Background: an optimization exercise with open tools, aiming at small area. Do not read the settings as production practice.
At most, simulation tests tie the RTL to the original design; equivalence was not proved.
The clock port is modelled as an ideal driver; clocking choices that lean on that would not hold on a real chip.
Power figures rest on the tool's default switching activity, not on a simulated workload.

== JK ==
==> flow/design.v <==
`timescale 1ns / 1ps
module uart_fifo(
    input clk,
    input reset,
    input uart_rx,
    output uart_tx,
    output [7:0] led
);
    reg ract;
    reg [3:0] rph;
    reg [3:0] rb;
    reg sb;                  
    reg rrdy, fwr;
    wire rsmp = ract & (rph == 4'd15);
    always @(posedge clk or posedge reset) begin
        if (reset) begin
            ract <= 1'b0;
            rrdy <= 1'b0;
            fwr <= 1'b0;
        end else begin
            rrdy <= rsmp & (rb == 4'd0);
            fwr <= rrdy;
            if (!ract) ract <= ~uart_rx;
            else if (rsmp & (rb == 4'd0)) ract <= 1'b0;
        end
    end
    always @(posedge clk) begin
        rph <= (!ract) ? 4'd0 : rph + 4'd1;
        if (!ract) rb <= 4'd7;
        else if (rsmp) rb <= rb + 4'd1;
        if (rsmp) sb <= uart_rx;
    end
    reg cnt;
    reg [3:0] pw, pr;
    reg busy;                
    reg [7:0] tl;
    wire rd = cnt & ~busy;
    reg [7:0] ring [0:15];
    wire [7:0] tap = ring[15];
    wire wbit = ract & rb[3] & (pw == 4'd15);
    wire [7:0] rin = wbit ? {sb, tap[7:1]} : tap;
    integer i;
    always @(posedge clk) begin
        ring[0] <= rin;
        for (i = 1; i < 16; i = i + 1) ring[i] <= ring[i-1];
    end
    always @(posedge clk or posedge reset) begin
        if (reset) begin
            cnt <= 1'b0;
            pw <= 4'd0;
            pr <= 4'd0;
        end else begin
            cnt <= ~rd & (cnt | fwr);
            pw <= pw + 4'd1 + {3'd0, fwr};
            pr <= pr + 4'd1 + {3'd0, rd};
        end
    end
    reg [7:0] nxt;
    wire fwin = busy & ~tl[7] & ~(tl[5] & tl[4]) & ~(tl[5] & (tl[3:0] == 4'd15));
    wire fetch = fwin & (pr == 4'd15);
    wire cap = wbit & ~cnt & (pw == pr);
    always @(posedge clk) begin
        if (fetch | cap) nxt <= rin;
    end
    reg [7:0] dout;
    always @(posedge clk or posedge reset) begin
        if (reset) dout <= 8'd0;
        else if (rd) dout <= nxt;
    end
    reg flag;                
    reg pre;                 
    reg tx;
    wire [8:0] tl1 = {1'b0, tl} + 9'd1;
    always @(posedge clk or posedge reset) begin
        if (reset) busy <= 1'b0;
        else busy <= rd | (busy & ~tl1[8]);
    end
    always @(posedge clk) tl <= rd ? 8'h5f : tl1[7:0];
    wire [2:0] lane = tl[6:4] + 3'd1;
    wire nb = (pw == {3'd0, flag}) ? tap[lane] : pre;
    always @(posedge clk) begin
        if (busy & ~tl[7] & ~tl[5]) flag <= 1'b0;
        else if (fwr) flag <= 1'b1;
        pre <= nb;
    end
    always @(posedge clk or posedge reset) begin
        if (reset) tx <= 1'b1;
        else if (busy & (tl[3:0] == 4'd15) & (tl[7] | tl[5]))
            tx <= (~tl[7] & ~tl[4]) ? 1'b0 : (tl[7:4] == 4'd15) ? 1'b1 : nb;
    end
    assign uart_tx = tx;
    assign led = dout;
endmodule
export LEC_CHECK = 0
export CAP_MARGIN = 20
export CORE_MARGIN = 2
export CORE_UTILIZATION = 60
export SLEW_MARGIN = 20
create_clock -name core_clock -period 10.0 [get_ports {clk}]
standard.sh (not shown) runs the stock make flow with config.mk's settings and CLKGATE_MAP_FILE= SYNTH_SCRIPT=/design/flow/synth_recipe.tcl, a recipe that flattens the netlist after the stock synthesis.
==> flow/flow/run.sh <==
#!/bin/bash
# Standard layout, except:
# - the clock tree is built by flow/clock_tree.tcl before CTS (a root buffer
#   and one clkbuf_16 per region of registers); CTS then skips its nets;
# - ports are buffered with buf_1.
set -o pipefail
export PRE_CTS_TCL="$PWD/flow/clock_tree.tcl"
export BUFFER_PORTS_ARGS="-buffer_cell sky130_fd_sc_hd__buf_1"
bash standard.sh > standard.log 2>&1
==> flow/flow/clock_tree.tcl <==
# A two-level clock tree, built before CTS: the clock port drives one root
# buffer, which drives NLEAF leaf buffers, each driving the registers of one
# region of the placement (found by recursive bisection at the median, along
# the longer side). CTS is then told to skip these nets.
set nleaf 6
set leafcell sky130_fd_sc_hd__clkbuf_16
set rootcell sky130_fd_sc_hd__clkbuf_4
set block [ord::get_db_block]
set db [ord::get_db]
set clknet [$block findNet clk]
set sinks {}
foreach it [$clknet getITerms] {
  set loc [[$it getInst] getLocation]
  lappend sinks [list $it [lindex $loc 0] [lindex $loc 1]]
}
proc bisect {items n} {
  if {$n <= 1 || [llength $items] <= 1} { return [list $items] }
  set xs [lsort -integer [lmap i $items {lindex $i 1}]]
  set ys [lsort -integer [lmap i $items {lindex $i 2}]]
  set dx [expr {[lindex $xs end] - [lindex $xs 0]}]
  set dy [expr {[lindex $ys end] - [lindex $ys 0]}]
  set key [expr {$dx >= $dy ? 1 : 2}]
  set s [lsort -integer -index $key $items]
  set n1 [expr {$n / 2}]
  set k [expr {([llength $s] * $n1) / $n}]
  return [concat [bisect [lrange $s 0 [expr {$k-1}]] $n1] [bisect [lrange $s $k end] [expr {$n - $n1}]]]
}
set groups [bisect $sinks $nleaf]
set rootnet [odb::dbNet_create $block "clkroot_net"]
$rootnet setSigType CLOCK
set skip [list clk clkroot_net]
set gi 0; set rx 0; set ry 0
foreach g $groups {
  set sx 0; set sy 0
  foreach i $g { incr sx [lindex $i 1]; incr sy [lindex $i 2] }
  set cx [expr {$sx / [llength $g]}]; set cy [expr {$sy / [llength $g]}]
  set buf [odb::dbInst_create $block [$db findMaster $leafcell] "clkleaf_$gi"]
  set net [odb::dbNet_create $block "clkleaf_net_$gi"]
  $net setSigType CLOCK
  foreach i $g {
    set it [lindex $i 0]
    $it disconnect
    $it connect $net
  }
  [$buf findITerm A] connect $rootnet
  [$buf findITerm X] connect $net
  $buf setLocation $cx $cy
  $buf setPlacementStatus PLACED
  lappend skip "clkleaf_net_$gi"
  puts "clkleaf_$gi: [llength $g] sinks at $cx $cy"
  incr rx $cx; incr ry $cy
  incr gi
}
set root [odb::dbInst_create $block [$db findMaster $rootcell] "clkroot"]
[$root findITerm A] connect $clknet
[$root findITerm X] connect $rootnet
$root setLocation [expr {$rx / $gi}] [expr {$ry / $gi}]
$root setPlacementStatus PLACED
set_cts_config -skip_nets $skip
JK ran to completion and came out clean on the timing, DRC and antenna checks.
> inputs changed (JK -> MS)
diff --git a/flow/flow/clock_tree.tcl b/flow/flow/clock_tree.tcl
--- a/flow/flow/clock_tree.tcl
+++ b/flow/flow/clock_tree.tcl
@@ -5 +5 @@
-set nleaf 6
+set nleaf 5
Notes after the runs:
Against JK, the final cell area of MS is lower.
There was hardly any difference in combinational power between JK and MS.
Relative to JK, worst hold slack increased by 0.011 ns in MS.
Compared to JK, MS has wire length 2.9% lower.
Of MS and JK, JK shows the higher portion of total power attributed to the clock network, with MS below it.
No functional check of the RTL was part of any run of this note.

Another version of the RTL of uart_fifo (not shown whole).
For scale: about 370 cells after synthesis, ~180 flip-flops, ~12 I/O pins, about 5000 um2 of cells after synthesis.
export LEC_CHECK = 0
export CAP_MARGIN = 20
export CORE_MARGIN = 2
export CORE_UTILIZATION = 60
export CTS_BUF_LIST = sky130_fd_sc_hd__clkbuf_8
export SLEW_MARGIN = 20
create_clock -name core_clock -period 10.0 [get_ports {clk}]
run.sh (not shown) runs the stock make flow with config.mk's settings and CLKGATE_MAP_FILE= SYNTH_SCRIPT=/design/flow/synth_recipe.tcl, a recipe that flattens the netlist after the stock synthesis.
Stock flow here: none of the scripts above is used.
Change:
==> flow/flow/run.sh (new file) <==
#!/bin/bash
# Standard layout, with the clock tree built without dummy loads and from
# clkbuf_8 cells, and ports buffered with buf_1.
set -o pipefail
export CTS_ARGS="-sink_clustering_enable -repair_clock_nets -dont_use_dummy_load -buf_list sky130_fd_sc_hd__clkbuf_8"
export BUFFER_PORTS_ARGS="-buffer_cell sky130_fd_sc_hd__buf_1"
bash standard.sh > standard.log 2>&1
==> flow/standard.sh (new file) <==
#!/bin/bash
# synth_recipe.tcl (not shown) runs the flow's synth.tcl, then flattens the netlist and writes it again
# the make line also repeats each setting of config.mk as NAME=value (left out here)
make -C /OpenROAD-flow-scripts/flow DESIGN_CONFIG=/design/flow/config.mk WORK_HOME=/design/flow/orfs CLKGATE_MAP_FILE= SYNTH_SCRIPT=/design/flow/synth_recipe.tcl "${@:-finish}"
CTS_BUF_LIST = unset   (was sky130_fd_sc_hd__clkbuf_8)
removed: flow/run.sh
Outcome: Die area stays the same; routed wire length came out lower by 1.8%; cell area fell by 4.9%; sequential power hardly moves; global-route usage shrinks by 0.25 points; cell count falls by 2.9%; setup slack gets better by 420 ps; area after synthesis stays the same; utilization decreases by 3.4 points; clock power drops by 33%; via count fell by 4.3%.

the baseline:
Another version of the RTL of uart_fifo (not shown whole).
For scale: ~310 cells after synthesis, roughly 180 flip-flops.
Settings: LEC_CHECK=0, CAP_MARGIN=20, CORE_MARGIN=2, CORE_UTILIZATION=60, SLEW_MARGIN=20; clock period 10.0 ns.
standard.sh (not shown) runs the stock make flow with config.mk's settings and CLKGATE_MAP_FILE= SYNTH_SCRIPT=/design/flow/synth_recipe.tcl, a recipe that flattens the netlist after the stock synthesis.
==> flow/flow/run.sh <==
#!/bin/bash
# Standard layout, except:
# - the clock tree is built by flow/clock_tree.tcl before CTS (a root buffer
#   and one clkbuf_16 per region of registers); CTS then skips its nets;
# - ports are buffered with buf_1;
# - after global routing, gates off the critical paths are downsized
#   (ORFS's power recovery, on all paths).
set -o pipefail
export PRE_CTS_TCL="$PWD/flow/clock_tree.tcl"
export BUFFER_PORTS_ARGS="-buffer_cell sky130_fd_sc_hd__buf_1"
export RECOVER_POWER=100
bash standard.sh > standard.log 2>&1
==> flow/flow/clock_tree.tcl <==
# A two-level clock tree, built before CTS: the clock port drives one root
# buffer, which drives NLEAF leaf buffers, each driving the registers of one
# region of the placement (found by recursive bisection at the median, along
# the longer side). CTS is then told to skip these nets.
set nleaf 5
set leafcell sky130_fd_sc_hd__clkbuf_16
set rootcell sky130_fd_sc_hd__clkbuf_1
set block [ord::get_db_block]
set db [ord::get_db]
set clknet [$block findNet clk]
set sinks {}
foreach it [$clknet getITerms] {
  set loc [[$it getInst] getLocation]
  lappend sinks [list $it [lindex $loc 0] [lindex $loc 1]]
}
proc bisect {items n} {
  if {$n <= 1 || [llength $items] <= 1} { return [list $items] }
  set xs [lsort -integer [lmap i $items {lindex $i 1}]]
  set ys [lsort -integer [lmap i $items {lindex $i 2}]]
  set dx [expr {[lindex $xs end] - [lindex $xs 0]}]
  set dy [expr {[lindex $ys end] - [lindex $ys 0]}]
  set key [expr {$dx >= $dy ? 1 : 2}]
  set s [lsort -integer -index $key $items]
  set n1 [expr {$n / 2}]
  set k [expr {([llength $s] * $n1) / $n}]
  return [concat [bisect [lrange $s 0 [expr {$k-1}]] $n1] [bisect [lrange $s $k end] [expr {$n - $n1}]]]
}
set groups [bisect $sinks $nleaf]
set rootnet [odb::dbNet_create $block "clkroot_net"]
$rootnet setSigType CLOCK
set skip [list clk clkroot_net]
set gi 0; set rx 0; set ry 0
foreach g $groups {
  set sx 0; set sy 0
  foreach i $g { incr sx [lindex $i 1]; incr sy [lindex $i 2] }
  set cx [expr {$sx / [llength $g]}]; set cy [expr {$sy / [llength $g]}]
  set buf [odb::dbInst_create $block [$db findMaster $leafcell] "clkleaf_$gi"]
  set net [odb::dbNet_create $block "clkleaf_net_$gi"]
  $net setSigType CLOCK
  foreach i $g {
    set it [lindex $i 0]
    $it disconnect
    $it connect $net
  }
  [$buf findITerm A] connect $rootnet
  [$buf findITerm X] connect $net
  $buf setLocation $cx $cy
  $buf setPlacementStatus PLACED
  lappend skip "clkleaf_net_$gi"
  puts "clkleaf_$gi: [llength $g] sinks at $cx $cy"
  incr rx $cx; incr ry $cy
  incr gi
}
set root [odb::dbInst_create $block [$db findMaster $rootcell] "clkroot"]
[$root findITerm A] connect $clknet
[$root findITerm X] connect $rootnet
$root setLocation [expr {$rx / $gi}] [expr {$ry / $gi}]
$root setPlacementStatus PLACED
set_cts_config -skip_nets $skip
The baseline: done, clean on timing, DRC and antenna
The following lists how the candidate was set up differently from the baseline:
--- a/flow/flow/clock_tree.tcl
+++ b/flow/flow/clock_tree.tcl
@@ -6,3 +6,3 @@
 set leafcell sky130_fd_sc_hd__clkbuf_16
-set rootcell sky130_fd_sc_hd__clkbuf_1
+set rootcell sky130_fd_sc_hd__clkbuf_4
 set block [ord::get_db_block]
Results
The switching power of the candidate falls short of that of the baseline by 0.39%.
Clock network fraction of total power: the candidate > the baseline
Wire length of the first global-routing pass delta (the candidate -> the baseline): insignificant
Between the candidate and the baseline, the post-synthesis average cell area figures differ only marginally.
No run of this note included a check of the RTL's function; only the layout flow was run.

uart_fifo, a different RTL version from the one above (not shown whole).
Size in the first run: about 320 cells after synthesis, ~180 flip-flops, ~4600 um^2 of cells after synthesis.
// uart_fifo
module uart_fifo(
    input clk,
    input reset,
    input uart_rx,
    output uart_tx,
    output [7:0] led
);
==> flow/config.mk <==
export PLATFORM = sky130hd
export DESIGN_NAME = uart_fifo
export DESIGN_NICKNAME = uart_fifo
export VERILOG_FILES = /design/flow/design.v
export SDC_FILE = /design/flow/constraint.sdc
export NUM_CORES = 4
export LEC_CHECK = 0
export CAP_MARGIN = 20
export CORE_MARGIN = 2
export CORE_UTILIZATION = 75
export SLEW_MARGIN = 20
==> flow/constraint.sdc <==
create_clock -name core_clock -period 10.0 [get_ports {clk}]
set_input_delay 2.0000 -clock core_clock [delete_from_list [all_inputs] [get_ports {clk}]]
set_output_delay 2.0000 -clock core_clock [all_outputs]
set_load 0.01 [all_outputs]
==> flow/flow/clock_tree.tcl <==
# A two-level clock tree, built before CTS: the clock port drives one root
# buffer, which drives NLEAF leaf buffers, each driving the registers of one
# region of the placement (found by recursive bisection at the median, along
# the longer side). CTS is then told to skip these nets.
set nleaf 5
set leafcell sky130_fd_sc_hd__clkbuf_16
set rootcell sky130_fd_sc_hd__clkbuf_4
set block [ord::get_db_block]
set db [ord::get_db]
set clknet [$block findNet clk]
set sinks {}
foreach it [$clknet getITerms] {
  set loc [[$it getInst] getLocation]
  lappend sinks [list $it [lindex $loc 0] [lindex $loc 1]]
}
proc bisect {items n} {
  if {$n <= 1 || [llength $items] <= 1} { return [list $items] }
  set xs [lsort -integer [lmap i $items {lindex $i 1}]]
  set ys [lsort -integer [lmap i $items {lindex $i 2}]]
  set dx [expr {[lindex $xs end] - [lindex $xs 0]}]
  set dy [expr {[lindex $ys end] - [lindex $ys 0]}]
  set key [expr {$dx >= $dy ? 1 : 2}]
  set s [lsort -integer -index $key $items]
  set n1 [expr {$n / 2}]
  set k [expr {([llength $s] * $n1) / $n}]
  return [concat [bisect [lrange $s 0 [expr {$k-1}]] $n1] [bisect [lrange $s $k end] [expr {$n - $n1}]]]
}
set groups [bisect $sinks $nleaf]
set rootnet [odb::dbNet_create $block "clkroot_net"]
$rootnet setSigType CLOCK
set skip [list clk clkroot_net]
set gi 0; set rx 0; set ry 0
foreach g $groups {
  set sx 0; set sy 0
  foreach i $g { incr sx [lindex $i 1]; incr sy [lindex $i 2] }
  set cx [expr {$sx / [llength $g]}]; set cy [expr {$sy / [llength $g]}]
  set buf [odb::dbInst_create $block [$db findMaster $leafcell] "clkleaf_$gi"]
  set net [odb::dbNet_create $block "clkleaf_net_$gi"]
  $net setSigType CLOCK
  foreach i $g {
    set it [lindex $i 0]
    $it disconnect
    $it connect $net
  }
  [$buf findITerm A] connect $rootnet
  [$buf findITerm X] connect $net
  $buf setLocation $cx $cy
  $buf setPlacementStatus PLACED
  lappend skip "clkleaf_net_$gi"
  puts "clkleaf_$gi: [llength $g] sinks at $cx $cy"
  incr rx $cx; incr ry $cy
  incr gi
}
set root [odb::dbInst_create $block [$db findMaster $rootcell] "clkroot"]
[$root findITerm A] connect $clknet
[$root findITerm X] connect $rootnet
$root setLocation [expr {$rx / $gi}] [expr {$ry / $gi}]
$root setPlacementStatus PLACED
set_cts_config -skip_nets $skip
Scripts as last shown in full above: flow/flow/run.sh
==> next run, changes <==
- CORE_UTILIZATION: 75 -> 60
After rerunning:
- The new run produced a clean layout
- power drops by 2.1%
- critical path depth stays the same
- global-route usage drops by 8.9 points
- wire length drops by 22%
- clock power drops by about 3%
- design area climbs by 0.70%
- utilization drops by 17 points
- synthesized cell count does not change
- worst setup slack gains 11 ps
- sequential share of layout area drops by 0.53 points

-- static timing again, ports no longer ideal --
How much do the figures lean on ideal ports? The routed layouts below were timed once more, with nothing changed but the port constraints.
Step 1 assumes that a clkbuf_16 drives the clock port and a buf_2 every other input.
Step 2 adds t to the input delays and takes it off the output delays; t is the mean of the earliest and latest rising clock arrival at the registers after step 1. Input paths then give back, and output paths get back, about the clock's delay inside the block.
Three values: no drivers, after step 1, after step 2; two values: the first two.
run | shift t [ns] | setup slack, ns | clock arrival spread, ns | pins driven straight from the clock port
JK | 0.498 | 6.828 / 6.801 / 7.291 | 0.021 / 0.021 | 1
MS | 0.489 | 6.840 / 6.814 / 7.302 | 0.015 / 0.015 | 1
the first run of note 2 | 0.457 | 6.504 / 6.472 / 6.929 | 0.013 / 0.013 | 1
the second run of note 2 | 0.454 | 6.919 / 6.888 / 7.277 | 0.053 / 0.053 | 1
the baseline | 0.890 | 6.436 / 6.409 / 7.299 | 0.017 / 0.018 | 1
the candidate | 0.477 | 6.848 / 6.824 / 7.301 | 0.017 / 0.017 | 1
the first run of note 4 | 0.485 | 6.837 / 6.814 / 7.300 | 0.013 / 0.013 | 1
the second run of note 4 | 0.488 | 6.849 / 6.823 / 7.311 | 0.018 / 0.018 | 1
After both steps every run listed still meets setup and hold. Setup slack includes reset recovery checks.
